This design comes from an exercise in tuning for small area and a short achievable clock period on the open sky130 flow, not from production work.
The RTL was checked by simulation tests, not by an equivalence proof against the original design.
No run shown here takes its clock network from TritonCTS; it comes from the design's own scripts or RTL.
The clock input has no modelled driver; a real chip could not lean on it and would need a root buffer or a full tree.
Power figures rest on the tool's default switching activity, not on a simulated workload.

## design/flow/flow/run.sh

```bash
#!/bin/bash
set -euo pipefail
export BUFFER_PORTS_ARGS="-buffer_cell sky130_fd_sc_hd__buf_1"
bash standard.sh cts > flow_cts.log 2>&1
export RES=$PWD/orfs/results/sky130hd/Optimized_Wallace/base
export PLATFORM_DIR=$FLOW_HOME/platforms/sky130hd
export SKEW_PLAN=$PWD/flow/plan.tcl
openroad -no_splash -exit flow/skew.tcl > skew_eco.log 2>&1
bash standard.sh finish > flow_make.log 2>&1
```

## design/flow/flow/plan.tcl

```tcl
set rootnet $root
branch r1 {ra* rb15* one* two* neg*} {clkbuf_16} 2 [$block findNet clk]
foreach pass {1 2} {
  set root [$block findNet clk]
  tune r2 {r2*} 0.40 5 {clkbuf_1 clkbuf_2 clkbuf_4 clkbuf_8 clkbuf_16}
  set root $rootnet
  tune r3 {r3* v1* v2* v3*} 0.59 3
  tune prod {PRODUCT*} 0.795 3
  cleanup
}
```

## design/flow/flow/skew.tcl

```tcl
set res $::env(RES)
read_lef $::env(PLATFORM_DIR)/lef/sky130_fd_sc_hd.tlef
read_lef $::env(PLATFORM_DIR)/lef/sky130_fd_sc_hd_merged.lef
read_liberty $::env(PLATFORM_DIR)/lib/sky130_fd_sc_hd__tt_025C_1v80.lib
read_db $res/4_cts.odb
read_sdc $res/4_cts.sdc
source $::env(PLATFORM_DIR)/setRC.tcl
set db [ord::get_db]
set block [ord::get_db_block]
set root [$block findNet clknet_0_clk]

proc master {n} { return [[ord::get_db] findMaster sky130_fd_sc_hd__$n] }
set uid 0
proc newbuf {type innet x y} {
  global block uid
  incr uid
  set inst [odb::dbInst_create $block [master $type] "cksk_buf_$uid"]
  set net [odb::dbNet_create $block "cksk_net_$uid"]
  $net setSigType CLOCK
  [$inst findITerm A] connect $innet
  [$inst findITerm X] connect $net
  $inst setLocation [expr int($x)] [expr int($y)]
  $inst setPlacementStatus PLACED
  return $net
}
proc flops {pats} {
  global block
  set out {}
  foreach inst [$block getInsts] {
    set n [$inst getName]
    if {[$inst findITerm CLK] eq "NULL"} continue
    foreach p $pats { if {[string match $p $n]} { lappend out $inst; break } }
  }
  return $out
}
proc centroid {insts} {
  set sx 0; set sy 0
  foreach i $insts { set b [$i getBBox]; set sx [expr $sx + [$b xMin]]; set sy [expr $sy + [$b yMin]] }
  set n [llength $insts]
  return [list [expr $sx / $n] [expr $sy / $n]]
}
# chain: list of buffer types from the root; the last one is repeated per leaf cluster
proc branch {name pats chain nleaf {src {}}} {
  global root
  if {$src ne {}} { set root $src }
  set fl [flops $pats]
  set fl [lsort -command {apply {{a b} {expr {[[$a getBBox] xMin] - [[$b getBBox] xMin]}}}} $fl]
  set c [centroid $fl]
  set net $root
  if {![llength $chain]} {
    foreach f $fl { set it [$f findITerm CLK]; $it disconnect; $it connect $root }
    puts "branch $name: [llength $fl] flops on the root net"
    return
  }
  foreach t [lrange $chain 0 end-1] { set net [newbuf $t $net [lindex $c 0] [lindex $c 1]] }
  set per [expr {([llength $fl] + $nleaf - 1) / $nleaf}]
  for {set k 0} {$k < $nleaf} {incr k} {
    set grp [lrange $fl [expr $k*$per] [expr ($k+1)*$per - 1]]
    if {![llength $grp]} continue
    set cc [centroid $grp]
    set leaf [newbuf [lindex $chain end] $net [lindex $cc 0] [lindex $cc 1]]
    foreach f $grp {
      set it [$f findITerm CLK]
      $it disconnect
      $it connect $leaf
    }
  }
  puts "branch $name: [llength $fl] flops, chain $chain x $nleaf"
}

# Build a branch, measure the mean clock latency of its flops, and undo it.
set created {}
proc newbuf2 {type innet x y} {
  global created
  set net [newbuf $type $innet $x $y]
  lappend created $net
  return $net
}
proc build {fl chain nleaf} {
  global root created
  set created {}
  set c [centroid $fl]
  set net $root
  foreach t [lrange $chain 0 end-1] { set net [newbuf2 $t $net [lindex $c 0] [lindex $c 1]] }
  set per [expr {([llength $fl] + $nleaf - 1) / $nleaf}]
  for {set k 0} {$k < $nleaf} {incr k} {
    set grp [lrange $fl [expr $k*$per] [expr ($k+1)*$per - 1]]
    if {![llength $grp]} continue
    set cc [centroid $grp]
    set leaf [newbuf2 [lindex $chain end] $net [lindex $cc 0] [lindex $cc 1]]
    foreach f $grp { set it [$f findITerm CLK]; $it disconnect; $it connect $leaf }
  }
}
proc undo {fl orig} {
  global created
  foreach f $fl o $orig { set it [$f findITerm CLK]; $it disconnect; $it connect $o }
  foreach net [lreverse $created] {
    foreach it [$net getITerms] { if {[$it isOutputSignal]} { set inst [$it getInst] } }
    odb::dbInst_destroy $inst
    odb::dbNet_destroy $net
  }
  set created {}
}
proc meanlat {fl} {
  global maxslew
  estimate_parasitics -placement
  set s 0.0
  set maxslew 0.0
  foreach f $fl {
    set pin [get_pins "[$f getName]/CLK"]
    set s [expr {$s + [get_property $pin arrival_max_rise]}]
    set sl [get_property $pin slew_max]
    if {$sl > $maxslew} { set maxslew $sl }
  }
  return [expr {$s / [llength $fl]}]
}
proc branch_area {chain nl} {
  set a 0.0
  foreach t [lrange $chain 0 end-1] { set a [expr {$a + [[master $t] getWidth] * [[master $t] getHeight] / 1e6}] }
  set t [lindex $chain end]
  return [expr {$a + $nl * [[master $t] getWidth] * [[master $t] getHeight] / 1e6}]
}
proc tune {name pats target nleaf {firsts {{} clkbuf_1 clkbuf_2 clkbuf_8 clkbuf_16}}} {
  global maxslew
  set fl [flops $pats]
  set fl [lsort -command {apply {{a b} {expr {[[$a getBBox] xMin] - [[$b getBBox] xMin]}}}} $fl]
  set orig {}
  foreach f $fl { lappend orig [[$f findITerm CLK] getNet] }
  set best {}
  set besterr 1e9
  set bestcost 1e9
  set bestn $nleaf
  set cands {}
  foreach leaf {clkbuf_16 clkbuf_8} {
    foreach nl [list $nleaf [expr {$nleaf + 1}]] {
      if {$nl < 1} continue
      foreach first $firsts {
       foreach mid {{} clkbuf_2 clkbuf_8 clkbuf_16} {
        for {set n 0} {$n <= 14} {incr n} {
          set chain [concat $first [lrepeat $n clkbuf_4] $mid $leaf]
          build $fl $chain $nl
          set lat [meanlat $fl]
          undo $fl $orig
          set err [expr {abs($lat - $target)}]
          puts "tune $name: $chain x $nl -> [format %.3f $lat] slew [format %.3f $maxslew] (target [format %.3f $target])"
          if {$maxslew < 0.100} { lappend cands [list $err [branch_area $chain $nl] $chain $nl] }
          if {$maxslew < 0.100 && $err < $besterr} { set besterr $err }
          if {$lat > $target + 0.15} break
        }
       }
      }
    }
  }
  foreach c $cands {
    if {[lindex $c 0] <= $besterr + 0.015 && [lindex $c 1] < $bestcost} {
      set bestcost [lindex $c 1]; set best [lindex $c 2]; set bestn [lindex $c 3]
    }
  }
  build $fl $best $bestn
  puts "tune $name: chose $best x $bestn, latency [format %.3f [meanlat $fl]] slew [format %.3f $maxslew]"
}

# remove clock buffers left without sinks, and CTS's dummy clock loads
# (clock cells whose output is unconnected)
proc is_clkcell {inst} {
  set m [[$inst getMaster] getName]
  return [expr {[string match "*clkbuf*" $m] || [string match "*clkinv*" $m] || [string match "*__inv_*" $m] || [string match "*__buf_*" $m]}]
}
proc outnet {inst} {
  foreach it [$inst getITerms] { if {[$it isOutputSignal]} { return [$it getNet] } }
  return "NULL"
}
proc cleanup {} {
  global block
  set changed 1
  while {$changed} {
  set changed 0
  foreach inst [$block getInsts] {
    if {![is_clkcell $inst]} continue
    set n [outnet $inst]
    if {$n eq "NULL"} {
      # dummy load: only if its input is on a clock net
      set clkin 0
      foreach it [$inst getITerms] { if {[$it isInputSignal] && [$it getNet] ne "NULL" && [[$it getNet] getSigType] eq "CLOCK"} { set clkin 1 } }
      if {$clkin} { puts "removing dummy [$inst getName]"; odb::dbInst_destroy $inst; set changed 1 }
      continue
    }
    if {[$n getSigType] ne "CLOCK"} continue
    if {[llength [$n getITerms]] <= 1 && [llength [$n getBTerms]] == 0} {
      puts "removing [$inst getName]"
      odb::dbInst_destroy $inst
      odb::dbNet_destroy $n
      set changed 1
    }
  }
}
}

source $::env(SKEW_PLAN)
cleanup
detailed_placement
check_placement
estimate_parasitics -placement
set_propagated_clock [all_clocks]
catch { report_checks -path_delay max -group_path_count 3 -format end }
catch { report_clock_skew }
foreach p {ra[0]* one0* r2[0]* r3[0]* PRODUCT[0]* v1*} {
  catch { foreach pin [get_pins -quiet $p/CLK] { puts "latency [get_full_name $pin] [get_property $pin arrival_max_rise]" } }
}
write_db $res/4_cts.odb
```

## design/flow/standard.sh

```bash
#!/bin/bash
# synth_recipe.tcl (not shown) runs the flow's synth.tcl, then flattens the netlist and writes it again
# the make line also repeats each setting of config.mk as NAME=value (left out here)
make -C /OpenROAD-flow-scripts/flow DESIGN_CONFIG=/design/flow/config.mk WORK_HOME=/design/flow/orfs CLKGATE_MAP_FILE= SYNTH_SCRIPT=/design/flow/synth_recipe.tcl "${@:-finish}"
```

## design/flow/config.mk

```make
export PLATFORM = sky130hd
export DESIGN_NAME = Optimized_Wallace
export DESIGN_NICKNAME = Optimized_Wallace
export VERILOG_FILES = /design/flow/design.v
export SDC_FILE = /design/flow/constraint.sdc
export NUM_CORES = 4
export LEC_CHECK = 0
export CAP_MARGIN = 20
export CORE_MARGIN = 2
export CORE_UTILIZATION = 60
export CTS_BUF_LIST = sky130_fd_sc_hd__clkbuf_16
export CTS_CLUSTER_DIAMETER = 100
export CTS_CLUSTER_SIZE = 25
export SETUP_SLACK_MARGIN = 1.4
export SLEW_MARGIN = 20
export SYNTH_HIERARCHICAL = 1
export SYNTH_MINIMUM_KEEP_SIZE = 0
export TNS_END_PERCENT = 0
```

## design/flow/constraint.sdc

```tcl
create_clock -name core_clock -period 3.0 [get_ports {clk}]
set_input_delay 0.6000 -clock core_clock [delete_from_list [all_inputs] [get_ports {clk}]]
set_output_delay 0.6000 -clock core_clock [all_outputs]
set_load 0.01 [all_outputs]
```

## design/flow/design.v

```verilog
`timescale 1ns / 1ps
module fa(input a, b, c, output s, co);
    assign s = a ^ b ^ c;
    assign co = (a & b) | (a & c) | (b & c);
endmodule
module ha(input a, b, output s, co);
    assign s = a ^ b;
    assign co = a & b;
endmodule
module Optimized_Wallace(
    input clk, rst,
    input [15:0] A, B,
    output reg [31:0] PRODUCT
);
    reg [15:0] ra;
    reg rb15;
    reg one0;
    reg two0;
    reg neg0;
    reg one1;
    reg two1;
    reg neg1;
    reg one2;
    reg two2;
    reg neg2;
    reg one3;
    reg two3;
    reg neg3;
    reg one4;
    reg two4;
    reg neg4;
    reg one5;
    reg two5;
    reg neg5;
    reg one6;
    reg two6;
    reg neg6;
    reg one7;
    reg two7;
    reg neg7;
    reg [92:0] r2;
    reg [54:0] r3;
    reg v1, v2, v3;
    wire pp1 = ((one0 & ra[0])) ^ neg0;
    wire pp2 = ((one0 & ra[1]) | (two0 & ra[0])) ^ neg0;
    wire pp3 = ((one0 & ra[2]) | (two0 & ra[1])) ^ neg0;
    wire pp4 = ((one0 & ra[3]) | (two0 & ra[2])) ^ neg0;
    wire pp5 = ((one0 & ra[4]) | (two0 & ra[3])) ^ neg0;
    wire pp6 = ((one0 & ra[5]) | (two0 & ra[4])) ^ neg0;
    wire pp7 = ((one0 & ra[6]) | (two0 & ra[5])) ^ neg0;
    wire pp8 = ((one0 & ra[7]) | (two0 & ra[6])) ^ neg0;
    wire pp9 = ((one0 & ra[8]) | (two0 & ra[7])) ^ neg0;
    wire pp10 = ((one0 & ra[9]) | (two0 & ra[8])) ^ neg0;
    wire pp11 = ((one0 & ra[10]) | (two0 & ra[9])) ^ neg0;
    wire pp12 = ((one0 & ra[11]) | (two0 & ra[10])) ^ neg0;
    wire pp13 = ((one0 & ra[12]) | (two0 & ra[11])) ^ neg0;
    wire pp14 = ((one0 & ra[13]) | (two0 & ra[12])) ^ neg0;
    wire pp15 = ((one0 & ra[14]) | (two0 & ra[13])) ^ neg0;
    wire pp16 = ((one0 & ra[15]) | (two0 & ra[14])) ^ neg0;
    wire pp17 = ((two0 & ra[15])) ^ neg0;
    wire ns18 = ~neg0;
    wire pp19 = ((one1 & ra[0])) ^ neg1;
    wire pp20 = ((one1 & ra[1]) | (two1 & ra[0])) ^ neg1;
    wire pp21 = ((one1 & ra[2]) | (two1 & ra[1])) ^ neg1;
    wire pp22 = ((one1 & ra[3]) | (two1 & ra[2])) ^ neg1;
    wire pp23 = ((one1 & ra[4]) | (two1 & ra[3])) ^ neg1;
    wire pp24 = ((one1 & ra[5]) | (two1 & ra[4])) ^ neg1;
    wire pp25 = ((one1 & ra[6]) | (two1 & ra[5])) ^ neg1;
    wire pp26 = ((one1 & ra[7]) | (two1 & ra[6])) ^ neg1;
    wire pp27 = ((one1 & ra[8]) | (two1 & ra[7])) ^ neg1;
    wire pp28 = ((one1 & ra[9]) | (two1 & ra[8])) ^ neg1;
    wire pp29 = ((one1 & ra[10]) | (two1 & ra[9])) ^ neg1;
    wire pp30 = ((one1 & ra[11]) | (two1 & ra[10])) ^ neg1;
    wire pp31 = ((one1 & ra[12]) | (two1 & ra[11])) ^ neg1;
    wire pp32 = ((one1 & ra[13]) | (two1 & ra[12])) ^ neg1;
    wire pp33 = ((one1 & ra[14]) | (two1 & ra[13])) ^ neg1;
    wire pp34 = ((one1 & ra[15]) | (two1 & ra[14])) ^ neg1;
    wire pp35 = ((two1 & ra[15])) ^ neg1;
    wire ns36 = ~neg1;
    wire pp37 = ((one2 & ra[0])) ^ neg2;
    wire pp38 = ((one2 & ra[1]) | (two2 & ra[0])) ^ neg2;
    wire pp39 = ((one2 & ra[2]) | (two2 & ra[1])) ^ neg2;
    wire pp40 = ((one2 & ra[3]) | (two2 & ra[2])) ^ neg2;
    wire pp41 = ((one2 & ra[4]) | (two2 & ra[3])) ^ neg2;
    wire pp42 = ((one2 & ra[5]) | (two2 & ra[4])) ^ neg2;
    wire pp43 = ((one2 & ra[6]) | (two2 & ra[5])) ^ neg2;
    wire pp44 = ((one2 & ra[7]) | (two2 & ra[6])) ^ neg2;
    wire pp45 = ((one2 & ra[8]) | (two2 & ra[7])) ^ neg2;
    wire pp46 = ((one2 & ra[9]) | (two2 & ra[8])) ^ neg2;
    wire pp47 = ((one2 & ra[10]) | (two2 & ra[9])) ^ neg2;
    wire pp48 = ((one2 & ra[11]) | (two2 & ra[10])) ^ neg2;
    wire pp49 = ((one2 & ra[12]) | (two2 & ra[11])) ^ neg2;
    wire pp50 = ((one2 & ra[13]) | (two2 & ra[12])) ^ neg2;
    wire pp51 = ((one2 & ra[14]) | (two2 & ra[13])) ^ neg2;
    wire pp52 = ((one2 & ra[15]) | (two2 & ra[14])) ^ neg2;
    wire pp53 = ((two2 & ra[15])) ^ neg2;
    wire ns54 = ~neg2;
    wire pp55 = ((one3 & ra[0])) ^ neg3;
    wire pp56 = ((one3 & ra[1]) | (two3 & ra[0])) ^ neg3;
    wire pp57 = ((one3 & ra[2]) | (two3 & ra[1])) ^ neg3;
    wire pp58 = ((one3 & ra[3]) | (two3 & ra[2])) ^ neg3;
    wire pp59 = ((one3 & ra[4]) | (two3 & ra[3])) ^ neg3;
    wire pp60 = ((one3 & ra[5]) | (two3 & ra[4])) ^ neg3;
    wire pp61 = ((one3 & ra[6]) | (two3 & ra[5])) ^ neg3;
    wire pp62 = ((one3 & ra[7]) | (two3 & ra[6])) ^ neg3;
    wire pp63 = ((one3 & ra[8]) | (two3 & ra[7])) ^ neg3;
    wire pp64 = ((one3 & ra[9]) | (two3 & ra[8])) ^ neg3;
    wire pp65 = ((one3 & ra[10]) | (two3 & ra[9])) ^ neg3;
    wire pp66 = ((one3 & ra[11]) | (two3 & ra[10])) ^ neg3;
    wire pp67 = ((one3 & ra[12]) | (two3 & ra[11])) ^ neg3;
    wire pp68 = ((one3 & ra[13]) | (two3 & ra[12])) ^ neg3;
    wire pp69 = ((one3 & ra[14]) | (two3 & ra[13])) ^ neg3;
    wire pp70 = ((one3 & ra[15]) | (two3 & ra[14])) ^ neg3;
    wire pp71 = ((two3 & ra[15])) ^ neg3;
    wire ns72 = ~neg3;
    wire pp73 = ((one4 & ra[0])) ^ neg4;
    wire pp74 = ((one4 & ra[1]) | (two4 & ra[0])) ^ neg4;
    wire pp75 = ((one4 & ra[2]) | (two4 & ra[1])) ^ neg4;
    wire pp76 = ((one4 & ra[3]) | (two4 & ra[2])) ^ neg4;
    wire pp77 = ((one4 & ra[4]) | (two4 & ra[3])) ^ neg4;
    wire pp78 = ((one4 & ra[5]) | (two4 & ra[4])) ^ neg4;
    wire pp79 = ((one4 & ra[6]) | (two4 & ra[5])) ^ neg4;
    wire pp80 = ((one4 & ra[7]) | (two4 & ra[6])) ^ neg4;
    wire pp81 = ((one4 & ra[8]) | (two4 & ra[7])) ^ neg4;
    wire pp82 = ((one4 & ra[9]) | (two4 & ra[8])) ^ neg4;
    wire pp83 = ((one4 & ra[10]) | (two4 & ra[9])) ^ neg4;
    wire pp84 = ((one4 & ra[11]) | (two4 & ra[10])) ^ neg4;
    wire pp85 = ((one4 & ra[12]) | (two4 & ra[11])) ^ neg4;
    wire pp86 = ((one4 & ra[13]) | (two4 & ra[12])) ^ neg4;
    wire pp87 = ((one4 & ra[14]) | (two4 & ra[13])) ^ neg4;
    wire pp88 = ((one4 & ra[15]) | (two4 & ra[14])) ^ neg4;
    wire pp89 = ((two4 & ra[15])) ^ neg4;
    wire ns90 = ~neg4;
    wire pp91 = ((one5 & ra[0])) ^ neg5;
    wire pp92 = ((one5 & ra[1]) | (two5 & ra[0])) ^ neg5;
    wire pp93 = ((one5 & ra[2]) | (two5 & ra[1])) ^ neg5;
    wire pp94 = ((one5 & ra[3]) | (two5 & ra[2])) ^ neg5;
    wire pp95 = ((one5 & ra[4]) | (two5 & ra[3])) ^ neg5;
    wire pp96 = ((one5 & ra[5]) | (two5 & ra[4])) ^ neg5;
    wire pp97 = ((one5 & ra[6]) | (two5 & ra[5])) ^ neg5;
    wire pp98 = ((one5 & ra[7]) | (two5 & ra[6])) ^ neg5;
    wire pp99 = ((one5 & ra[8]) | (two5 & ra[7])) ^ neg5;
    wire pp100 = ((one5 & ra[9]) | (two5 & ra[8])) ^ neg5;
    wire pp101 = ((one5 & ra[10]) | (two5 & ra[9])) ^ neg5;
    wire pp102 = ((one5 & ra[11]) | (two5 & ra[10])) ^ neg5;
    wire pp103 = ((one5 & ra[12]) | (two5 & ra[11])) ^ neg5;
    wire pp104 = ((one5 & ra[13]) | (two5 & ra[12])) ^ neg5;
    wire pp105 = ((one5 & ra[14]) | (two5 & ra[13])) ^ neg5;
    wire pp106 = ((one5 & ra[15]) | (two5 & ra[14])) ^ neg5;
    wire pp107 = ((two5 & ra[15])) ^ neg5;
    wire ns108 = ~neg5;
    wire pp109 = ((one6 & ra[0])) ^ neg6;
    wire pp110 = ((one6 & ra[1]) | (two6 & ra[0])) ^ neg6;
    wire pp111 = ((one6 & ra[2]) | (two6 & ra[1])) ^ neg6;
    wire pp112 = ((one6 & ra[3]) | (two6 & ra[2])) ^ neg6;
    wire pp113 = ((one6 & ra[4]) | (two6 & ra[3])) ^ neg6;
    wire pp114 = ((one6 & ra[5]) | (two6 & ra[4])) ^ neg6;
    wire pp115 = ((one6 & ra[6]) | (two6 & ra[5])) ^ neg6;
    wire pp116 = ((one6 & ra[7]) | (two6 & ra[6])) ^ neg6;
    wire pp117 = ((one6 & ra[8]) | (two6 & ra[7])) ^ neg6;
    wire pp118 = ((one6 & ra[9]) | (two6 & ra[8])) ^ neg6;
    wire pp119 = ((one6 & ra[10]) | (two6 & ra[9])) ^ neg6;
    wire pp120 = ((one6 & ra[11]) | (two6 & ra[10])) ^ neg6;
    wire pp121 = ((one6 & ra[12]) | (two6 & ra[11])) ^ neg6;
    wire pp122 = ((one6 & ra[13]) | (two6 & ra[12])) ^ neg6;
    wire pp123 = ((one6 & ra[14]) | (two6 & ra[13])) ^ neg6;
    wire pp124 = ((one6 & ra[15]) | (two6 & ra[14])) ^ neg6;
    wire pp125 = ((two6 & ra[15])) ^ neg6;
    wire ns126 = ~neg6;
    wire pp127 = ((one7 & ra[0])) ^ neg7;
    wire pp128 = ((one7 & ra[1]) | (two7 & ra[0])) ^ neg7;
    wire pp129 = ((one7 & ra[2]) | (two7 & ra[1])) ^ neg7;
    wire pp130 = ((one7 & ra[3]) | (two7 & ra[2])) ^ neg7;
    wire pp131 = ((one7 & ra[4]) | (two7 & ra[3])) ^ neg7;
    wire pp132 = ((one7 & ra[5]) | (two7 & ra[4])) ^ neg7;
    wire pp133 = ((one7 & ra[6]) | (two7 & ra[5])) ^ neg7;
    wire pp134 = ((one7 & ra[7]) | (two7 & ra[6])) ^ neg7;
    wire pp135 = ((one7 & ra[8]) | (two7 & ra[7])) ^ neg7;
    wire pp136 = ((one7 & ra[9]) | (two7 & ra[8])) ^ neg7;
    wire pp137 = ((one7 & ra[10]) | (two7 & ra[9])) ^ neg7;
    wire pp138 = ((one7 & ra[11]) | (two7 & ra[10])) ^ neg7;
    wire pp139 = ((one7 & ra[12]) | (two7 & ra[11])) ^ neg7;
    wire pp140 = ((one7 & ra[13]) | (two7 & ra[12])) ^ neg7;
    wire pp141 = ((one7 & ra[14]) | (two7 & ra[13])) ^ neg7;
    wire pp142 = ((one7 & ra[15]) | (two7 & ra[14])) ^ neg7;
    wire pp143 = ((two7 & ra[15])) ^ neg7;
    wire ns144 = ~neg7;
    wire pp145 = rb15 & ra[0];
    wire pp146 = rb15 & ra[1];
    wire pp147 = rb15 & ra[2];
    wire pp148 = rb15 & ra[3];
    wire pp149 = rb15 & ra[4];
    wire pp150 = rb15 & ra[5];
    wire pp151 = rb15 & ra[6];
    wire pp152 = rb15 & ra[7];
    wire pp153 = rb15 & ra[8];
    wire pp154 = rb15 & ra[9];
    wire pp155 = rb15 & ra[10];
    wire pp156 = rb15 & ra[11];
    wire pp157 = rb15 & ra[12];
    wire pp158 = rb15 & ra[13];
    wire pp159 = rb15 & ra[14];
    wire pp160 = rb15 & ra[15];
    wire s161, c162;
    fa u_s161 (.a(pp3), .b(pp19), .c(neg1), .s(s161), .co(c162));
    wire s163, c164;
    fa u_s163 (.a(pp5), .b(pp21), .c(pp37), .s(s163), .co(c164));
    wire s165, c166;
    fa u_s165 (.a(pp6), .b(pp22), .c(pp38), .s(s165), .co(c166));
    wire s167, c168;
    fa u_s167 (.a(pp7), .b(pp23), .c(pp39), .s(s167), .co(c168));
    wire s169, c170;
    fa u_s169 (.a(pp8), .b(pp24), .c(pp40), .s(s169), .co(c170));
    wire s171, c172;
    fa u_s171 (.a(pp9), .b(pp25), .c(pp41), .s(s171), .co(c172));
    wire s173, c174;
    fa u_s173 (.a(pp57), .b(pp73), .c(neg4), .s(s173), .co(c174));
    wire s175, c176;
    fa u_s175 (.a(pp10), .b(pp26), .c(pp42), .s(s175), .co(c176));
    wire s177, c178;
    fa u_s177 (.a(pp11), .b(pp27), .c(pp43), .s(s177), .co(c178));
    wire s179, c180;
    fa u_s179 (.a(pp59), .b(pp75), .c(pp91), .s(s179), .co(c180));
    wire s181, c182;
    fa u_s181 (.a(pp12), .b(pp28), .c(pp44), .s(s181), .co(c182));
    wire s183, c184;
    fa u_s183 (.a(pp60), .b(pp76), .c(pp92), .s(s183), .co(c184));
    wire s185, c186;
    fa u_s185 (.a(pp13), .b(pp29), .c(pp45), .s(s185), .co(c186));
    wire s187, c188;
    fa u_s187 (.a(pp61), .b(pp77), .c(pp93), .s(s187), .co(c188));
    wire s189, c190;
    fa u_s189 (.a(pp14), .b(pp30), .c(pp46), .s(s189), .co(c190));
    wire s191, c192;
    fa u_s191 (.a(pp62), .b(pp78), .c(pp94), .s(s191), .co(c192));
    wire s193, c194;
    fa u_s193 (.a(pp15), .b(pp31), .c(pp47), .s(s193), .co(c194));
    wire s195, c196;
    fa u_s195 (.a(pp63), .b(pp79), .c(pp95), .s(s195), .co(c196));
    wire s197, c198;
    fa u_s197 (.a(pp111), .b(pp127), .c(neg7), .s(s197), .co(c198));
    wire s199, c200;
    fa u_s199 (.a(pp16), .b(pp32), .c(pp48), .s(s199), .co(c200));
    wire s201, c202;
    fa u_s201 (.a(pp64), .b(pp80), .c(pp96), .s(s201), .co(c202));
    wire s203, c204;
    ha u_s203 (.a(pp112), .b(pp128), .s(s203), .co(c204));
    wire s205, c206;
    fa u_s205 (.a(pp17), .b(pp33), .c(pp49), .s(s205), .co(c206));
    wire s207, c208;
    fa u_s207 (.a(pp65), .b(pp81), .c(pp97), .s(s207), .co(c208));
    wire s209, c210;
    fa u_s209 (.a(pp113), .b(pp129), .c(pp145), .s(s209), .co(c210));
    wire s211, c212;
    fa u_s211 (.a(neg0), .b(pp34), .c(pp50), .s(s211), .co(c212));
    wire s213, c214;
    fa u_s213 (.a(pp66), .b(pp82), .c(pp98), .s(s213), .co(c214));
    wire s215, c216;
    fa u_s215 (.a(pp114), .b(pp130), .c(pp146), .s(s215), .co(c216));
    wire s217, c218;
    fa u_s217 (.a(neg0), .b(pp35), .c(pp51), .s(s217), .co(c218));
    wire s219, c220;
    fa u_s219 (.a(pp67), .b(pp83), .c(pp99), .s(s219), .co(c220));
    wire s221, c222;
    fa u_s221 (.a(pp115), .b(pp131), .c(pp147), .s(s221), .co(c222));
    wire s223, c224;
    fa u_s223 (.a(ns18), .b(ns36), .c(pp52), .s(s223), .co(c224));
    wire s225, c226;
    fa u_s225 (.a(pp68), .b(pp84), .c(pp100), .s(s225), .co(c226));
    wire s227, c228;
    fa u_s227 (.a(pp116), .b(pp132), .c(pp148), .s(s227), .co(c228));
    wire s229 = ~(pp53 ^ pp69);
    wire c230 = pp53 | pp69;
    wire s231, c232;
    fa u_s231 (.a(pp85), .b(pp101), .c(pp117), .s(s231), .co(c232));
    wire s233, c234;
    ha u_s233 (.a(pp133), .b(pp149), .s(s233), .co(c234));
    wire s235, c236;
    fa u_s235 (.a(ns54), .b(pp70), .c(pp86), .s(s235), .co(c236));
    wire s237, c238;
    fa u_s237 (.a(pp102), .b(pp118), .c(pp134), .s(s237), .co(c238));
    wire s239 = ~(pp71 ^ pp87);
    wire c240 = pp71 | pp87;
    wire s241, c242;
    fa u_s241 (.a(pp103), .b(pp119), .c(pp135), .s(s241), .co(c242));
    wire s243, c244;
    fa u_s243 (.a(ns72), .b(pp88), .c(pp104), .s(s243), .co(c244));
    wire s245, c246;
    fa u_s245 (.a(pp120), .b(pp136), .c(pp152), .s(s245), .co(c246));
    wire s247 = ~(pp89 ^ pp105);
    wire c248 = pp89 | pp105;
    wire s249, c250;
    fa u_s249 (.a(pp121), .b(pp137), .c(pp153), .s(s249), .co(c250));
    wire s251, c252;
    fa u_s251 (.a(ns90), .b(pp106), .c(pp122), .s(s251), .co(c252));
    wire s253 = ~(pp107 ^ pp123);
    wire c254 = pp107 | pp123;
    wire s255, c256;
    fa u_s255 (.a(ns108), .b(pp124), .c(pp140), .s(s255), .co(c256));
    wire s257 = ~(pp125 ^ pp141);
    wire c258 = pp125 | pp141;
    wire s259, c260;
    fa u_s259 (.a(ns126), .b(pp142), .c(pp158), .s(s259), .co(c260));
    wire s261 = ~(pp143 ^ pp159);
    wire c262 = pp143 | pp159;
    wire s263, c264;
    fa u_s263 (.a(c162), .b(pp4), .c(pp20), .s(s263), .co(c264));
    wire s265, c266;
    fa u_s265 (.a(c166), .b(s167), .c(pp55), .s(s265), .co(c266));
    wire s267, c268;
    fa u_s267 (.a(c168), .b(s169), .c(pp56), .s(s267), .co(c268));
    wire s269, c270;
    fa u_s269 (.a(c170), .b(s171), .c(s173), .s(s269), .co(c270));
    wire s271, c272;
    fa u_s271 (.a(c172), .b(c174), .c(s175), .s(s271), .co(c272));
    wire s273, c274;
    fa u_s273 (.a(c176), .b(s177), .c(s179), .s(s273), .co(c274));
    wire s275, c276;
    fa u_s275 (.a(c178), .b(c180), .c(s181), .s(s275), .co(c276));
    wire s277, c278;
    fa u_s277 (.a(c182), .b(c184), .c(s185), .s(s277), .co(c278));
    wire s279, c280;
    fa u_s279 (.a(s187), .b(pp109), .c(neg6), .s(s279), .co(c280));
    wire s281, c282;
    fa u_s281 (.a(c186), .b(c188), .c(s189), .s(s281), .co(c282));
    wire s283, c284;
    ha u_s283 (.a(s191), .b(pp110), .s(s283), .co(c284));
    wire s285, c286;
    fa u_s285 (.a(c190), .b(c192), .c(s193), .s(s285), .co(c286));
    wire s287, c288;
    ha u_s287 (.a(s195), .b(s197), .s(s287), .co(c288));
    wire s289, c290;
    fa u_s289 (.a(c194), .b(c196), .c(c198), .s(s289), .co(c290));
    wire s291, c292;
    fa u_s291 (.a(s199), .b(s201), .c(s203), .s(s291), .co(c292));
    wire s293, c294;
    fa u_s293 (.a(c200), .b(c202), .c(c204), .s(s293), .co(c294));
    wire s295, c296;
    fa u_s295 (.a(s205), .b(s207), .c(s209), .s(s295), .co(c296));
    wire s297, c298;
    fa u_s297 (.a(c206), .b(c208), .c(c210), .s(s297), .co(c298));
    wire s299, c300;
    fa u_s299 (.a(s211), .b(s213), .c(s215), .s(s299), .co(c300));
    wire s301, c302;
    fa u_s301 (.a(c212), .b(c214), .c(c216), .s(s301), .co(c302));
    wire s303, c304;
    fa u_s303 (.a(s217), .b(s219), .c(s221), .s(s303), .co(c304));
    wire s305, c306;
    fa u_s305 (.a(c218), .b(c220), .c(c222), .s(s305), .co(c306));
    wire s307, c308;
    fa u_s307 (.a(s223), .b(s225), .c(s227), .s(s307), .co(c308));
    wire s309, c310;
    fa u_s309 (.a(c224), .b(c226), .c(c228), .s(s309), .co(c310));
    wire s311, c312;
    fa u_s311 (.a(s229), .b(s231), .c(s233), .s(s311), .co(c312));
    wire s313, c314;
    fa u_s313 (.a(c230), .b(c232), .c(c234), .s(s313), .co(c314));
    wire s315, c316;
    fa u_s315 (.a(s235), .b(s237), .c(pp150), .s(s315), .co(c316));
    wire s317, c318;
    fa u_s317 (.a(c236), .b(c238), .c(s239), .s(s317), .co(c318));
    wire s319, c320;
    ha u_s319 (.a(s241), .b(pp151), .s(s319), .co(c320));
    wire s321, c322;
    fa u_s321 (.a(c240), .b(c242), .c(s243), .s(s321), .co(c322));
    wire s323, c324;
    fa u_s323 (.a(c244), .b(c246), .c(s247), .s(s323), .co(c324));
    wire s325, c326;
    fa u_s325 (.a(c248), .b(c250), .c(s251), .s(s325), .co(c326));
    wire s327, c328;
    fa u_s327 (.a(c252), .b(s253), .c(pp139), .s(s327), .co(c328));
    wire s329, c330;
    fa u_s329 (.a(c254), .b(s255), .c(pp156), .s(s329), .co(c330));
    wire s331, c332;
    fa u_s331 (.a(c256), .b(s257), .c(pp157), .s(s331), .co(c332));
    wire s333, c334;
    fa u_s333 (.a(c262), .b(ns144), .c(pp160), .s(s333), .co(c334));
    wire s335, c336;
    fa u_s335 (.a(r2[5]), .b(r2[6]), .c(r2[7]), .s(s335), .co(c336));
    wire s337, c338;
    fa u_s337 (.a(r2[16]), .b(r2[17]), .c(r2[18]), .s(s337), .co(c338));
    wire s339, c340;
    fa u_s339 (.a(r2[20]), .b(r2[21]), .c(r2[22]), .s(s339), .co(c340));
    wire s341, c342;
    fa u_s341 (.a(r2[23]), .b(r2[24]), .c(r2[25]), .s(s341), .co(c342));
    wire s343, c344;
    fa u_s343 (.a(r2[26]), .b(r2[27]), .c(r2[28]), .s(s343), .co(c344));
    wire s345, c346;
    fa u_s345 (.a(r2[29]), .b(r2[30]), .c(r2[31]), .s(s345), .co(c346));
    wire s347, c348;
    fa u_s347 (.a(r2[33]), .b(r2[34]), .c(r2[35]), .s(s347), .co(c348));
    wire s349, c350;
    fa u_s349 (.a(r2[37]), .b(r2[38]), .c(r2[39]), .s(s349), .co(c350));
    wire s351, c352;
    fa u_s351 (.a(r2[41]), .b(r2[42]), .c(r2[43]), .s(s351), .co(c352));
    wire s353, c354;
    fa u_s353 (.a(r2[45]), .b(r2[46]), .c(r2[47]), .s(s353), .co(c354));
    wire s355, c356;
    fa u_s355 (.a(r2[49]), .b(r2[50]), .c(r2[51]), .s(s355), .co(c356));
    wire s357, c358;
    fa u_s357 (.a(r2[53]), .b(r2[54]), .c(r2[55]), .s(s357), .co(c358));
    wire s359, c360;
    fa u_s359 (.a(r2[57]), .b(r2[58]), .c(r2[59]), .s(s359), .co(c360));
    wire s361, c362;
    fa u_s361 (.a(r2[61]), .b(r2[62]), .c(r2[63]), .s(s361), .co(c362));
    wire s363, c364;
    fa u_s363 (.a(r2[65]), .b(r2[66]), .c(r2[67]), .s(s363), .co(c364));
    wire s365, c366;
    fa u_s365 (.a(r2[69]), .b(r2[70]), .c(r2[71]), .s(s365), .co(c366));
    wire s367, c368;
    fa u_s367 (.a(r2[73]), .b(r2[74]), .c(r2[75]), .s(s367), .co(c368));
    wire s369, c370;
    fa u_s369 (.a(r2[76]), .b(r2[77]), .c(r2[78]), .s(s369), .co(c370));
    wire s371, c372;
    fa u_s371 (.a(r2[80]), .b(r2[81]), .c(r2[82]), .s(s371), .co(c372));
    wire s373, c374;
    fa u_s373 (.a(r2[87]), .b(r2[88]), .c(r2[89]), .s(s373), .co(c374));
    wire s375, c376;
    fa u_s375 (.a(c336), .b(r2[8]), .c(r2[9]), .s(s375), .co(c376));
    wire s377, c378;
    ha u_s377 (.a(r2[10]), .b(r2[11]), .s(s377), .co(c378));
    wire s379, c380;
    ha u_s379 (.a(r2[12]), .b(r2[13]), .s(s379), .co(c380));
    wire s381, c382;
    ha u_s381 (.a(r2[14]), .b(r2[15]), .s(s381), .co(c382));
    wire s383, c384;
    ha u_s383 (.a(s337), .b(r2[19]), .s(s383), .co(c384));
    wire s385, c386;
    ha u_s385 (.a(c338), .b(s339), .s(s385), .co(c386));
    wire s387, c388;
    ha u_s387 (.a(c340), .b(s341), .s(s387), .co(c388));
    wire s389, c390;
    ha u_s389 (.a(c342), .b(s343), .s(s389), .co(c390));
    wire s391, c392;
    fa u_s391 (.a(c344), .b(s345), .c(r2[32]), .s(s391), .co(c392));
    wire s393, c394;
    fa u_s393 (.a(c346), .b(s347), .c(r2[36]), .s(s393), .co(c394));
    wire s395, c396;
    fa u_s395 (.a(c348), .b(s349), .c(r2[40]), .s(s395), .co(c396));
    wire s397, c398;
    fa u_s397 (.a(c350), .b(s351), .c(r2[44]), .s(s397), .co(c398));
    wire s399, c400;
    fa u_s399 (.a(c352), .b(s353), .c(r2[48]), .s(s399), .co(c400));
    wire s401, c402;
    fa u_s401 (.a(c354), .b(s355), .c(r2[52]), .s(s401), .co(c402));
    wire s403, c404;
    fa u_s403 (.a(c356), .b(s357), .c(r2[56]), .s(s403), .co(c404));
    wire s405, c406;
    fa u_s405 (.a(c358), .b(s359), .c(r2[60]), .s(s405), .co(c406));
    wire s407, c408;
    fa u_s407 (.a(c360), .b(s361), .c(r2[64]), .s(s407), .co(c408));
    wire s409, c410;
    fa u_s409 (.a(c362), .b(s363), .c(r2[68]), .s(s409), .co(c410));
    wire s411, c412;
    fa u_s411 (.a(c364), .b(s365), .c(r2[72]), .s(s411), .co(c412));
    wire s413, c414;
    ha u_s413 (.a(c366), .b(s367), .s(s413), .co(c414));
    wire s415, c416;
    fa u_s415 (.a(c368), .b(s369), .c(r2[79]), .s(s415), .co(c416));
    wire s417, c418;
    ha u_s417 (.a(c370), .b(s371), .s(s417), .co(c418));
    wire s419, c420;
    fa u_s419 (.a(c372), .b(r2[83]), .c(r2[84]), .s(s419), .co(c420));
    wire s421, c422;
    ha u_s421 (.a(r2[85]), .b(r2[86]), .s(s421), .co(c422));
    wire s423, c424;
    fa u_s423 (.a(c374), .b(r2[90]), .c(r2[91]), .s(s423), .co(c424));
    wire g425, p426;
    ha u_p426 (.a(r2[0]), .b(r2[1]), .s(p426), .co(g425));
    wire g427, p428;
    ha u_p428 (.a(c376), .b(s377), .s(p428), .co(g427));
    wire g429, p430;
    ha u_p430 (.a(c378), .b(s379), .s(p430), .co(g429));
    wire g431, p432;
    ha u_p432 (.a(c380), .b(s381), .s(p432), .co(g431));
    wire g433, p434;
    ha u_p434 (.a(c382), .b(s383), .s(p434), .co(g433));
    wire g435, p436;
    ha u_p436 (.a(c384), .b(s385), .s(p436), .co(g435));
    wire g437, p438;
    ha u_p438 (.a(c386), .b(s387), .s(p438), .co(g437));
    wire g439, p440;
    ha u_p440 (.a(c388), .b(s389), .s(p440), .co(g439));
    wire g441, p442;
    ha u_p442 (.a(c390), .b(s391), .s(p442), .co(g441));
    wire g443, p444;
    ha u_p444 (.a(c392), .b(s393), .s(p444), .co(g443));
    wire g445, p446;
    ha u_p446 (.a(c394), .b(s395), .s(p446), .co(g445));
    wire g447, p448;
    ha u_p448 (.a(c396), .b(s397), .s(p448), .co(g447));
    wire g449, p450;
    ha u_p450 (.a(c398), .b(s399), .s(p450), .co(g449));
    wire g451, p452;
    ha u_p452 (.a(c400), .b(s401), .s(p452), .co(g451));
    wire g453, p454;
    ha u_p454 (.a(c402), .b(s403), .s(p454), .co(g453));
    wire g455, p456;
    ha u_p456 (.a(c404), .b(s405), .s(p456), .co(g455));
    wire g457, p458;
    ha u_p458 (.a(c406), .b(s407), .s(p458), .co(g457));
    wire g459, p460;
    ha u_p460 (.a(c408), .b(s409), .s(p460), .co(g459));
    wire g461, p462;
    ha u_p462 (.a(c410), .b(s411), .s(p462), .co(g461));
    wire g463, p464;
    ha u_p464 (.a(c412), .b(s413), .s(p464), .co(g463));
    wire g465, p466;
    ha u_p466 (.a(c414), .b(s415), .s(p466), .co(g465));
    wire g467, p468;
    ha u_p468 (.a(c416), .b(s417), .s(p468), .co(g467));
    wire g469, p470;
    ha u_p470 (.a(c418), .b(s419), .s(p470), .co(g469));
    wire g471, p472;
    ha u_p472 (.a(c420), .b(s421), .s(p472), .co(g471));
    wire g473, p474;
    ha u_p474 (.a(c422), .b(s373), .s(p474), .co(g473));
    wire g475, p476;
    ha u_p476 (.a(c424), .b(r2[92]), .s(p476), .co(g475));
    wire t477 = p426 | g425;
    wire t478 = p428 | g427;
    wire t479 = p430 | g429;
    wire t480 = p432 | g431;
    wire t481 = p434 | g433;
    wire G482 = 1'b0 | (r2[2] & g425);
    wire P483 = r2[2] & t477;
    wire G484 = 1'b0 | (r2[4] & 1'b0);
    wire P485 = r2[4] & r2[3];
    wire G486 = 1'b0 | (s375 & 1'b0);
    wire P487 = s375 & s335;
    wire G488 = g429 | (t479 & g427);
    wire P489 = t479 & t478;
    wire G490 = g433 | (t481 & g431);
    wire P491 = t481 & t480;
    wire G492 = 1'b0 | (r2[3] & G482);
    wire P493 = r2[3] & P483;
    wire G494 = G484 | (P485 & G482);
    wire P495 = P485 & P483;
    wire G496 = g427 | (t478 & G486);
    wire P497 = t478 & P487;
    wire G498 = G488 | (P489 & G486);
    wire P499 = P489 & P487;
    wire G500 = 1'b0 | (s335 & G494);
    wire P501 = s335 & P495;
    wire G502 = G486 | (P487 & G494);
    wire P503 = P487 & P495;
    wire G504 = G496 | (P497 & G494);
    wire P505 = P497 & P495;
    wire G506 = G498 | (P499 & G494);
    wire P507 = P499 & P495;
    wire G508 = g431 | (t480 & G506);
    wire P509 = t480 & P507;
    wire G510 = G490 | (P491 & G506);
    wire P511 = P491 & P507;
    wire sum512 = p426;
    wire sum513 = r2[2] ^ g425;
    wire sum514 = r2[3] ^ G482;
    wire sum515 = r2[4] ^ G492;
    wire sum516 = s335 ^ G494;
    wire sum517 = s375 ^ G500;
    wire sum518 = p428 ^ G502;
    wire sum519 = p430 ^ G504;
    wire sum520 = p432 ^ G506;
    wire sum521 = p434 ^ G508;
    wire t522 = r3[11] | r3[12];
    wire t523 = r3[13] | r3[14];
    wire t524 = r3[15] | r3[16];
    wire t525 = r3[17] | r3[18];
    wire t526 = r3[19] | r3[20];
    wire t527 = r3[21] | r3[22];
    wire t528 = r3[23] | r3[24];
    wire t529 = r3[25] | r3[26];
    wire t530 = r3[27] | r3[28];
    wire t531 = r3[29] | r3[30];
    wire t532 = r3[31] | r3[32];
    wire t533 = r3[33] | r3[34];
    wire t534 = r3[35] | r3[36];
    wire t535 = r3[37] | r3[38];
    wire t536 = r3[39] | r3[40];
    wire t537 = r3[41] | r3[42];
    wire t538 = r3[43] | r3[44];
    wire t539 = r3[45] | r3[46];
    wire t540 = r3[47] | r3[48];
    wire t541 = r3[49] | r3[50];
    wire t542 = r3[51] | r3[52];
    wire t543 = r3[53] | r3[54];
    wire g544 = r3[12] | (r3[11] & r3[10]);
    wire G545 = r3[14] | (t523 & g544);
    wire P546 = t523 & t522;
    wire G547 = r3[18] | (t525 & r3[16]);
    wire P548 = t525 & t524;
    wire G549 = r3[22] | (t527 & r3[20]);
    wire P550 = t527 & t526;
    wire G551 = r3[26] | (t529 & r3[24]);
    wire P552 = t529 & t528;
    wire G553 = r3[30] | (t531 & r3[28]);
    wire P554 = t531 & t530;
    wire G555 = r3[34] | (t533 & r3[32]);
    wire P556 = t533 & t532;
    wire G557 = r3[38] | (t535 & r3[36]);
    wire P558 = t535 & t534;
    wire G559 = r3[42] | (t537 & r3[40]);
    wire P560 = t537 & t536;
    wire G561 = r3[46] | (t539 & r3[44]);
    wire P562 = t539 & t538;
    wire G563 = r3[50] | (t541 & r3[48]);
    wire P564 = t541 & t540;
    wire G565 = r3[54] | (t543 & r3[52]);
    wire P566 = t543 & t542;
    wire G567 = G547 | (P548 & G545);
    wire P568 = P548 & P546;
    wire G569 = G551 | (P552 & G549);
    wire P570 = P552 & P550;
    wire G571 = G555 | (P556 & G553);
    wire P572 = P556 & P554;
    wire G573 = G559 | (P560 & G557);
    wire P574 = P560 & P558;
    wire G575 = G563 | (P564 & G561);
    wire P576 = P564 & P562;
    wire G577 = G569 | (P570 & G567);
    wire P578 = P570 & P568;
    wire G579 = G573 | (P574 & G571);
    wire P580 = P574 & P572;
    wire G581 = G579 | (P580 & G577);
    wire P582 = P580 & P578;
    wire G583 = G571 | (P572 & G577);
    wire P584 = P572 & P578;
    wire G585 = G575 | (P576 & G581);
    wire P586 = P576 & P582;
    wire G587 = G549 | (P550 & G567);
    wire P588 = P550 & P568;
    wire G589 = G553 | (P554 & G577);
    wire P590 = P554 & P578;
    wire G591 = G557 | (P558 & G583);
    wire P592 = P558 & P584;
    wire G593 = G561 | (P562 & G581);
    wire P594 = P562 & P582;
    wire G595 = G565 | (P566 & G585);
    wire P596 = P566 & P586;
    wire G597 = r3[16] | (t524 & G545);
    wire P598 = t524 & P546;
    wire G599 = r3[20] | (t526 & G567);
    wire P600 = t526 & P568;
    wire G601 = r3[24] | (t528 & G587);
    wire P602 = t528 & P588;
    wire G603 = r3[28] | (t530 & G577);
    wire P604 = t530 & P578;
    wire G605 = r3[32] | (t532 & G589);
    wire P606 = t532 & P590;
    wire G607 = r3[36] | (t534 & G583);
    wire P608 = t534 & P584;
    wire G609 = r3[40] | (t536 & G591);
    wire P610 = t536 & P592;
    wire G611 = r3[44] | (t538 & G581);
    wire P612 = t538 & P582;
    wire G613 = r3[48] | (t540 & G593);
    wire P614 = t540 & P594;
    wire G615 = r3[52] | (t542 & G585);
    wire P616 = t542 & P586;
    wire sum617 = r3[11] ^ r3[10];
    wire sum618 = r3[13] ^ g544;
    wire sum619 = r3[15] ^ G545;
    wire sum620 = r3[17] ^ G597;
    wire sum621 = r3[19] ^ G567;
    wire sum622 = r3[21] ^ G599;
    wire sum623 = r3[23] ^ G587;
    wire sum624 = r3[25] ^ G601;
    wire sum625 = r3[27] ^ G577;
    wire sum626 = r3[29] ^ G603;
    wire sum627 = r3[31] ^ G589;
    wire sum628 = r3[33] ^ G605;
    wire sum629 = r3[35] ^ G583;
    wire sum630 = r3[37] ^ G607;
    wire sum631 = r3[39] ^ G591;
    wire sum632 = r3[41] ^ G609;
    wire sum633 = r3[43] ^ G581;
    wire sum634 = r3[45] ^ G611;
    wire sum635 = r3[47] ^ G593;
    wire sum636 = r3[49] ^ G613;
    wire sum637 = r3[51] ^ G585;
    wire sum638 = r3[53] ^ G615;
    wire [31:0] sum = {sum638, sum637, sum636, sum635, sum634, sum633, sum632, sum631, sum630, sum629, sum628, sum627, sum626, sum625, sum624, sum623, sum622, sum621, sum620, sum619, sum618, sum617, r3[9], r3[8], r3[7], r3[6], r3[5], r3[4], r3[3], r3[2], r3[1], r3[0]};
    always @(posedge clk or posedge rst) begin
        if (rst) begin
            v1 <= 1'b0; v2 <= 1'b0; v3 <= 1'b0;
            PRODUCT <= 32'd0;
        end else begin
            v1 <= 1'b1; v2 <= v1; v3 <= v2;
            PRODUCT <= sum & {32{v3}};
        end
    end
    always @(posedge clk) begin
        ra <= A;
        rb15 <= B[15];
        one0 <= B[0] ^ 1'b0;
        two0 <= (B[1] & ~B[0] & ~1'b0) | (~B[1] & B[0] & 1'b0);
        neg0 <= B[1] & ~(B[0] & 1'b0);
        one1 <= B[2] ^ B[1];
        two1 <= (B[3] & ~B[2] & ~B[1]) | (~B[3] & B[2] & B[1]);
        neg1 <= B[3] & ~(B[2] & B[1]);
        one2 <= B[4] ^ B[3];
        two2 <= (B[5] & ~B[4] & ~B[3]) | (~B[5] & B[4] & B[3]);
        neg2 <= B[5] & ~(B[4] & B[3]);
        one3 <= B[6] ^ B[5];
        two3 <= (B[7] & ~B[6] & ~B[5]) | (~B[7] & B[6] & B[5]);
        neg3 <= B[7] & ~(B[6] & B[5]);
        one4 <= B[8] ^ B[7];
        two4 <= (B[9] & ~B[8] & ~B[7]) | (~B[9] & B[8] & B[7]);
        neg4 <= B[9] & ~(B[8] & B[7]);
        one5 <= B[10] ^ B[9];
        two5 <= (B[11] & ~B[10] & ~B[9]) | (~B[11] & B[10] & B[9]);
        neg5 <= B[11] & ~(B[10] & B[9]);
        one6 <= B[12] ^ B[11];
        two6 <= (B[13] & ~B[12] & ~B[11]) | (~B[13] & B[12] & B[11]);
        neg6 <= B[13] & ~(B[12] & B[11]);
        one7 <= B[14] ^ B[13];
        two7 <= (B[15] & ~B[14] & ~B[13]) | (~B[15] & B[14] & B[13]);
        neg7 <= B[15] & ~(B[14] & B[13]);
        r2 <= {s333, s261, c260, s259, c258, c332, s331, c330, s329, c328, pp155, s327, c326, pp154, pp138, s325, c324, s249, s323, c322, s245, s321, c320, c318, s319, s317, c316, c314, s315, s313, c312, c310, s311, s309, c308, c306, s307, s305, c304, c302, s303, s301, c300, c298, s299, s297, c296, c294, s295, s293, c292, c290, s291, s289, c288, c286, s287, s285, c284, c282, s283, s281, c280, c278, s279, s277, c276, s183, s275, c274, neg5, s273, c272, pp74, pp58, s271, c270, s269, c268, s267, c266, neg3, s265, s165, c164, neg2, s163, c264, s263, s161, pp2, neg0, pp1};
        r3 <= {g475, p476, 1'b0, s423, g473, p474, g471, p472, g469, p470, g467, p468, g465, p466, g463, p464, g461, p462, g459, p460, g457, p458, g455, p456, g453, p454, g451, p452, g449, p450, g447, p448, g445, p446, g443, p444, g441, p442, g439, p440, g437, p438, g435, p436, G510, sum521, sum520, sum519, sum518, sum517, sum516, sum515, sum514, sum513, sum512};
    end
endmodule
```

==> report_table.html, run 1 <==
<table>
<tr><th>Metric</th><th>Value</th></tr>
<tr><th colspan="2">Worst setup path</th></tr>
<tr><td>Highest cell delay on the worst timing path</td><td>380 ps</td></tr>
<tr><td>Data arrival at the endpoint of the critical path</td><td>1350 ps</td></tr>
<tr><td>Data required time of the critical path</td><td>2400 ps</td></tr>
<tr><td>Master of the slowest instance on the critical path</td><td>sky130_fd_sc_hd__dfrtp_1</td></tr>
<tr><td>Top Family by Delay on Critical Path</td><td>flip-flops</td></tr>
<tr><td>Critical Path Start Type</td><td>flop</td></tr>
<tr><td>Number of buffers and inverters on the critical path</td><td>1</td></tr>
<tr><td>Crit end category</td><td>output port</td></tr>
<tr><td>Worst Path Class, Setup</td><td>reg2out</td></tr>
<tr><td>Maximum fanout count along the critical path</td><td>1</td></tr>
<tr><td>Chain of cells forming the critical path</td><td>clkbuf_2</td></tr>
<tr><th colspan="2">STA</th></tr>
<tr><td>RSZ-0062 raised after global routing</td><td>true</td></tr>
<tr><td>Final period demand of the worst path</td><td>1950 ps</td></tr>
<tr><td>Max Fclk</td><td>0.513 GHz</td></tr>
<tr><td>Sum of negative setup slack</td><td>0 ps</td></tr>
<tr><td>Final number of max-transition violations</td><td>0</td></tr>
<tr><td>Worst Tran Pin Value</td><td>683 ps</td></tr>
<tr><td>Rel. slew slack</td><td>54.5%</td></tr>
<tr><td>Worst setup skew after layout</td><td>292 ps</td></tr>
<tr><td>Portion of the clock cycle consumed by the worst path in the final layout</td><td>64.9%</td></tr>
<tr><td>Count of final hold-check violations</td><td>0</td></tr>
<tr><td>Setup violations, final</td><td>0</td></tr>
<tr><th colspan="2">Drt</th></tr>
<tr><td>Detailed-routing iteration count for the pre-antenna-repair pass</td><td>5</td></tr>
<tr><td>Number of DRC markers after the initial detailed-route iteration</td><td>702</td></tr>
<tr><td>Number of design rule violations left after detail routing</td><td>0</td></tr>
<tr><td>Via count</td><td>7,030</td></tr>
<tr><td>Wire length per cell after detailed routing</td><td>20.3 um</td></tr>
<tr><td>Final routed wirelength across all metal layers</td><td>24.4 mm</td></tr>
<tr><td>Post-detailed-route count of antenna-violating nets</td><td>0</td></tr>
<tr><td>Routed vias/inst</td><td>5.85</td></tr>
<tr><th colspan="2">Finish</th></tr>
<tr><td>Net count reported at finish</td><td>1,174</td></tr>
<tr><td>Share of the core filled with cells in the final layout</td><td>65.3%</td></tr>
<tr><td>Final Instance Area</td><td>0.0121 mm2</td></tr>
<tr><td>Area Overhead vs Synth</td><td>7.84%</td></tr>
<tr><td>Share of post-route cells with drive strength above 1</td><td>9.09%</td></tr>
<tr><td>Number of fill cells in the layout</td><td>1,454</td></tr>
<tr><td>ANT cells</td><td>0</td></tr>
<tr><th colspan="2">Place</th></tr>
<tr><td>Final estimated routing congestion in global placement</td><td>0.927</td></tr>
<tr><td>Number of port buffers</td><td>65</td></tr>
<tr><td>Placed Instance Area</td><td>0.0116 mm2</td></tr>
<tr><td>HPWL Detailed</td><td>16.7 mm</td></tr>
<tr><th colspan="2">Global routing</th></tr>
<tr><td>Global-route wire length before repair</td><td>39.4 mm</td></tr>
<tr><td>Number of global-route vias before repair</td><td>7,425</td></tr>
<tr><td>Number of antenna violations at the first check in global routing</td><td>0</td></tr>
<tr><td>GRT Overall Usage</td><td>25.4%</td></tr>
<tr><td>Total congestion overflow after global routing</td><td>0</td></tr>
<tr><td>Maximum number of pins on one net before global-route repair</td><td>36</td></tr>
<tr><th colspan="2">Synth</th></tr>
<tr><td>Yosys Warn Count</td><td>7</td></tr>
<tr><td>Ranking of synthesized cells by area</td><td>sky130_fd_sc_hd__dfxtp_1 33%, sky130_fd_sc_hd__fa_1 20%, sky130_fd_sc_hd__xnor2_1 12%, sky130_fd_sc_hd__a22oi_1 8.0%, sky130_fd_sc_hd__dfrtp_1 7.8%</td></tr>
<tr><td>Area share of and/or/nand/nor cells after synthesis</td><td>5.34%</td></tr>
<tr><td>Synth Instances</td><td>948</td></tr>
<tr><td>Count of state elements after synthesis</td><td>222</td></tr>
<tr><td>XOR/XNOR Fraction of Synth Area</td><td>11.8%</td></tr>
<tr><td>Leading area contributor after synthesis</td><td>sky130_fd_sc_hd__dfxtp_1</td></tr>
<tr><td>Fraction of the mapped netlist area in adder cells</td><td>26.3%</td></tr>
<tr><td>Netlist area before placement</td><td>0.0113 mm2</td></tr>
<tr><td>Compound-cell area share of the yosys netlist</td><td>11.4%</td></tr>
<tr><td>Async S/R FF share, synth</td><td>15.8%</td></tr>
<tr><td>EDFF count, synth</td><td>0</td></tr>
<tr><td>Top cell types by occurrence after synthesis</td><td>187 x sky130_fd_sc_hd__dfxtp_1, 148 x sky130_fd_sc_hd__xnor2_1, 120 x sky130_fd_sc_hd__a22oi_1, 111 x sky130_fd_sc_hd__fa_1, 81 x sky130_fd_sc_hd__clkbuf_1</td></tr>
<tr><td>Number of distinct library cells after synthesis</td><td>46</td></tr>
<tr><td>Post-synthesis mux area share</td><td>0.356%</td></tr>
<tr><td>Most used flip-flop cell after synthesis</td><td>sky130_fd_sc_hd__dfxtp_1</td></tr>
<tr><td>Post-Synthesis Net Count</td><td>1,152</td></tr>
<tr><td>Avg Inst Size Synth</td><td>11.9 um2</td></tr>
<tr><td>Main combinational cell family by area after synthesis</td><td>adder cells</td></tr>
<tr><td>Post-synthesis sequential area ratio</td><td>41.0%</td></tr>
<tr><td>Area share of the largest cell type after synthesis</td><td>33.3%</td></tr>
<tr><td>Top-count cell post-synth</td><td>sky130_fd_sc_hd__dfxtp_1</td></tr>
<tr><th colspan="2">Clock network</th></tr>
<tr><td>CTS sink cnt</td><td>222</td></tr>
<tr><td>Clock edge transition at the registers on the reported setup and hold paths</td><td>90 ps</td></tr>
<tr><td>Clock latency reported for the late side of the worst-skew pair</td><td>850 ps</td></tr>
<tr><th colspan="2">Floorplanning</th></tr>
<tr><td>Die footprint</td><td>0.0199 mm2</td></tr>
<tr><td>Width of the die</td><td>141 um</td></tr>
<tr><td>Vertical die dimension</td><td>141 um</td></tr>
<tr><td>Ports placed on the boundary</td><td>66</td></tr>
<tr><td>Core area</td><td>0.0186 mm2</td></tr>
<tr><td># rows</td><td>50</td></tr>
<tr><td>Starting density of the core</td><td>60.6%</td></tr>
<tr><th colspan="2">Power</th></tr>
<tr><td>Total power per unit cell area</td><td>947 mW/mm2</td></tr>
<tr><td>IR drop worst, VDD</td><td>0.558 mV</td></tr>
<tr><td>Leakage</td><td>4.81 nW</td></tr>
<tr><th colspan="2">Status</th></tr>
<tr><td>Outcome</td><td>complete, no violations</td></tr>
<tr><th colspan="2">Hold path</th></tr>
<tr><td>Path category of the worst min-delay check</td><td>reg2reg</td></tr>
<tr><th colspan="2">Job</th></tr>
<tr><td>Max-capacitance violation count</td><td>0</td></tr>
</table>
## layer usage
metal	routed length, um	vias to the layer above	GRT usage (%)
met5	0	-	0
met4	395	0	6.95
met3	2040	41	5.33
met1	10600	3445	35.3
met2	11400	355	41.0
li1	-	3189	-
## final timing paths
kind | startpoint | endpoint | slack, ps | depth (start not counted)
setup / recovery | PRODUCT[29] | PRODUCT[29] | 1050 | 1
hold / removal | r3[7] | PRODUCT[7] | 160 | 1
setup reg to reg | r2[5] | r3[10] | 1070 | 8
hold reg to reg | r3[7] | PRODUCT[7] | 160 | 1
max in group asynchronous | rst | v2 | 2070 | 4
min in group asynchronous | rst | PRODUCT[23] | 350 | 4
## metrics by stage
| stage | setup slack (ps) | cells | hold WS, ps | total power [mW] |
|---|---|---|---|---|
| after floorplan | 996 | 948 | 330 | 8.09 |
| after global placement | 528 | 1176 | 339 | 9.39 |
| after detailed placement | 511 | 1176 | 346 | 9.63 |
| after CTS | 901 | 1197 | 175 | 11.5 |
| after global routing | 980 | 1202 | 171 | 12.6 |
| final | 1050 | 1202 | 157 | 11.5 |
## placed cells by master, fill, tap and decap left out, types with 6 or more instances in the layout
cell type                     n
sky130_fd_sc_hd__dfxtp_2     19
sky130_fd_sc_hd__dfrtp_1     35
sky130_fd_sc_hd__clkbuf_16   11
sky130_fd_sc_hd__and2_1      28
sky130_fd_sc_hd__fa_1       109
sky130_fd_sc_hd__nand2b_1    12
sky130_fd_sc_hd__o21ai_0     18
sky130_fd_sc_hd__clkbuf_4     6
sky130_fd_sc_hd__dfxtp_1    152
sky130_fd_sc_hd__dfxtp_4     16
sky130_fd_sc_hd__inv_1       28
sky130_fd_sc_hd__ha_1        57
sky130_fd_sc_hd__a22oi_1    119
sky130_fd_sc_hd__nor3_1       6
sky130_fd_sc_hd__xnor2_1    147
sky130_fd_sc_hd__nor2b_1      9
sky130_fd_sc_hd__a21oi_1     11
sky130_fd_sc_hd__nand2_1     26
sky130_fd_sc_hd__nor2_1      13
sky130_fd_sc_hd__nand3b_1     7
sky130_fd_sc_hd__buf_1       64
sky130_fd_sc_hd__buf_4       16
## modules after synthesis (local to each module, per instance)
| module | cells inside | flops+latches | copies in the design |
|---|---|---|---|
| ha | 1 | 0 | 41 |
| Optimized_Wallace | 796 | 222 | 1 |
| fa | 1 | 0 | 111 |
## timing repair
action,4_1_cts,5_1_grt
endpoints found under the hold margin,0,32
setup buffers,3,0
endpoints found under the setup margin,124,120
hold buffers,0,1
gates resized for setup,53,1
pin swaps,5,0
## where the power goes
group / internal [mW] / switching (mW)
Sequential: 4.11 / 0.750
Clock: 0.868 / 0.937
Combinational: 2.35 / 2.47
Total: 7.33 / 4.15
## kinds of logic (layout without fill, tap and decap cells)
| kind of cell | Yosys count | after routing |
|---|---|---|
| muxes | 4 | 4 |
| DFF | 222 | 222 |
| buffers and inverters | 112 | 132 |
| adders and majority gates | 170 | 170 |
| AOI/OAI and AO/OA | 177 | 177 |
| and+or+nand+nor | 110 | 110 |
| xor gates and xnor gates | 152 | 152 |
| other | 1 | 1 |
## sequential cells by signal (all words and copies together), names as in the netlist, 16 cells and up
| signal | count |
|---|---|
| PRODUCT | 32 |
| ra | 16 |
| r2 | 93 |
| r3 | 53 |
## area by class of cell
class | instances | area (um2) | share of cell area [%]
Buffer | 21 | 354 | 2.92
Timing Repair Buffer | 82 | 375 | 3.09
Sequential cell | 222 | 4700 | 38.8
Multi-Input combinational cell | 614 | 6280 | 51.7
Clock buffer | 1 | 25.0 | 0.206
Inverter | 28 | 105 | 0.866
Tap cell | 234 | 293 | 2.41
==> run 2: changes to the inputs <==
==> design/flow/flow/plan.tcl (replaced) <==
set rootnet $root
branch r1 {ra* rb15* one* two* neg*} {clkbuf_16} 2 [$block findNet clk]
foreach pass {1 2} {
  set root [$block findNet clk]
  tune r2 {r2*} 0.385 5 {clkbuf_1 clkbuf_2 clkbuf_4 clkbuf_8 clkbuf_16}
  set root $rootnet
  tune r3 {r3* v1* v2* v3*} 0.60 3
  tune prod {PRODUCT*} 0.79 3
  cleanup
}
==> run 2 against run 1 <==
Worst setup slack worse by 5.6 ps. First-iteration DRC count down 12%. Combinational power about the same. Hold slack better by 2.4 ps. Via count down 0.41%. Largest power group unchanged. Non-clock buffer count unchanged. Synthesized cell count unchanged. Register-to-register slack about the same. Core utilization about the same. Still clean on timing, DRC and antenna. Final cell count unchanged. Sequential power about the same. Synthesized area unchanged.
==> report_table.html, run 2 <==
<table>
<tr><th>Metric</th><th>Value</th></tr>
<tr><th colspan="2">Status</th></tr>
<tr><td>Outcome</td><td>complete, no violations (unchanged)</td></tr>
<tr><th colspan="2">Drt</th></tr>
<tr><td>Final routed wirelength across all metal layers</td><td>24.4 mm (about the same)</td></tr>
<tr><td>Number of design rule violations left after detail routing</td><td>0 (unchanged)</td></tr>
<tr><th colspan="2">Power</th></tr>
<tr><td>IR drop worst, VDD</td><td>0.557 mV (was 0.558 mV)</td></tr>
<tr><td>Total power per unit cell area</td><td>945 mW/mm2 (was 947 mW/mm2)</td></tr>
<tr><th colspan="2">Worst setup path</th></tr>
<tr><td>Crit end category</td><td>output port (unchanged)</td></tr>
<tr><td>Master of the slowest instance on the critical path</td><td>sky130_fd_sc_hd__dfrtp_1 (unchanged)</td></tr>
<tr><td>Top Family by Delay on Critical Path</td><td>flip-flops (unchanged)</td></tr>
<tr><td>Number of buffers and inverters on the critical path</td><td>1 (unchanged)</td></tr>
<tr><th colspan="2">Finish</th></tr>
<tr><td>Largest reg by FF count</td><td>r2 (unchanged)</td></tr>
<tr><td>Final Instance Area</td><td>0.0121 mm2 (about the same)</td></tr>
<tr><td>Share of post-route cells with drive strength above 1</td><td>8.99% (was 9.09%)</td></tr>
<tr><th colspan="2">Clock network</th></tr>
<tr><td>CTS sink cnt</td><td>222 (unchanged)</td></tr>
<tr><th colspan="2">Place</th></tr>
<tr><td>HPWL Detailed</td><td>16.7 mm (unchanged)</td></tr>
<tr><th colspan="2">Job</th></tr>
<tr><td>Max-capacitance violation count</td><td>0 (unchanged)</td></tr>
<tr><th colspan="2">STA</th></tr>
<tr><td>RSZ-0062 raised after global routing</td><td>true (unchanged)</td></tr>
<tr><th colspan="2">Global routing</th></tr>
<tr><td>Global-route wire length before repair</td><td>39.4 mm (unchanged)</td></tr>
<tr><td>GRT Overall Usage</td><td>25.4% (about the same)</td></tr>
<tr><td>Number of global-route vias before repair</td><td>7,429 (was 7,425)</td></tr>
<tr><th colspan="2">Hold path</th></tr>
<tr><td>Number of instances on the worst hold path</td><td>1 (unchanged)</td></tr>
<tr><th colspan="2">Synth</th></tr>
<tr><td>Leading area contributor after synthesis</td><td>sky130_fd_sc_hd__dfxtp_1 (unchanged)</td></tr>
<tr><td>Top-count cell post-synth</td><td>sky130_fd_sc_hd__dfxtp_1 (unchanged)</td></tr>
<tr><td>Ranking of synthesized cells by area</td><td>sky130_fd_sc_hd__dfxtp_1 33%, sky130_fd_sc_hd__fa_1 20%, sky130_fd_sc_hd__xnor2_1 12%, sky130_fd_sc_hd__a22oi_1 8.0%, sky130_fd_sc_hd__dfrtp_1 7.8% (unchanged)</td></tr>
</table>
==> run 2: cell count changes in the layout (fill, tap and decap cells not counted) <==
cell and change:
sky130_fd_sc_hd__clkbuf_4 -2, sky130_fd_sc_hd__clkbuf_2 +1, sky130_fd_sc_hd__clkbuf_1 +1
==> run 2: timing repair <==
item | CTS | global route
pin swaps | 5 | 0
buffers inserted | 3 | 0
hold buffers | 0 | 1
hold endpoints to repair | 0 | 32
setup endpoints to repair | 124 | 119
resized for setup | 53 | 1
==> run 2: report_power, final <==
part / internal (mW) / total, mW / switching (mW)
logic: 2.35 / 4.82 / 2.47
registers: 4.11 / 4.86 / 0.747
clock network: 0.850 / 1.79 / 0.936
total: 7.32 / 11.5 / 4.15
==> run 2: cell families (layout without fill, tap and decap cells) <==
group	after synthesis	count (layout)	share of synthesized area (%)
AOI/OAI and AO/OA	177	177	11.4
buffers and inverters	112	132	3.74
adders and majority gates	170	170	26.3
xor gates and xnor gates	152	152	11.8
muxes	4	4	0.356
and+or+nand+nor	110	110	5.34
DFF	222	222	41.0
other	1	1	0.0333
==> run 2: final timing paths <==
kind                               end  slack [ps]         from
hold / removal              PRODUCT[7]         160        r3[7]
setup / recovery           PRODUCT[29]        1050  PRODUCT[29]
hold reg to reg             PRODUCT[7]         160        r3[7]
max in group asynchronous           v2        2080          rst
min in group asynchronous  PRODUCT[23]         350          rst
setup reg to reg                r3[10]        1080        r2[5]
==> run 2: per-layer routing <==
metal / vias up / GRT usage, % / routed length (um)
met5: - / 0 / 0
met4: 0 / 7.21 / 418
met3: 47 / 5.33 / 2150
met2: 359 / 41.0 / 11400
met1: 3409 / 35.3 / 10500
li1: 3186 / - / -
==> run 2: final cells by class <==
| type | instances | area, um2 |
|---|---|---|
| inverter | 28 | 105 |
| clock buffer | 1 | 25.0 |
| fill | 1455 | 6450 |
| multi-input combinational | 614 | 6280 |
| buffer | 21 | 348 |
| sequential | 222 | 4700 |
| timing repair buffer | 82 | 375 |
| tap | 234 | 293 |
==> run 2: metrics by stage <==
stage	utilization (%)	setup WS (ps)	instances
5_1_grt	65.3	979	1202
3_5_place_dp	62.5	511	1176
4_1_cts	65.1	901	1197
6_report	65.3	1050	1202
2_1_floorplan	-	996	948
3_3_place_gp	62.5	528	1176
==> run 2: per-module statistics from Yosys, one instance, submodules excluded <==
module             times used  flip-flops and latches  area, um2  cells
Optimized_Wallace           1                     222       8520    796
fa                        111                       0       20.0      1
ha                         41                       0       12.5      1
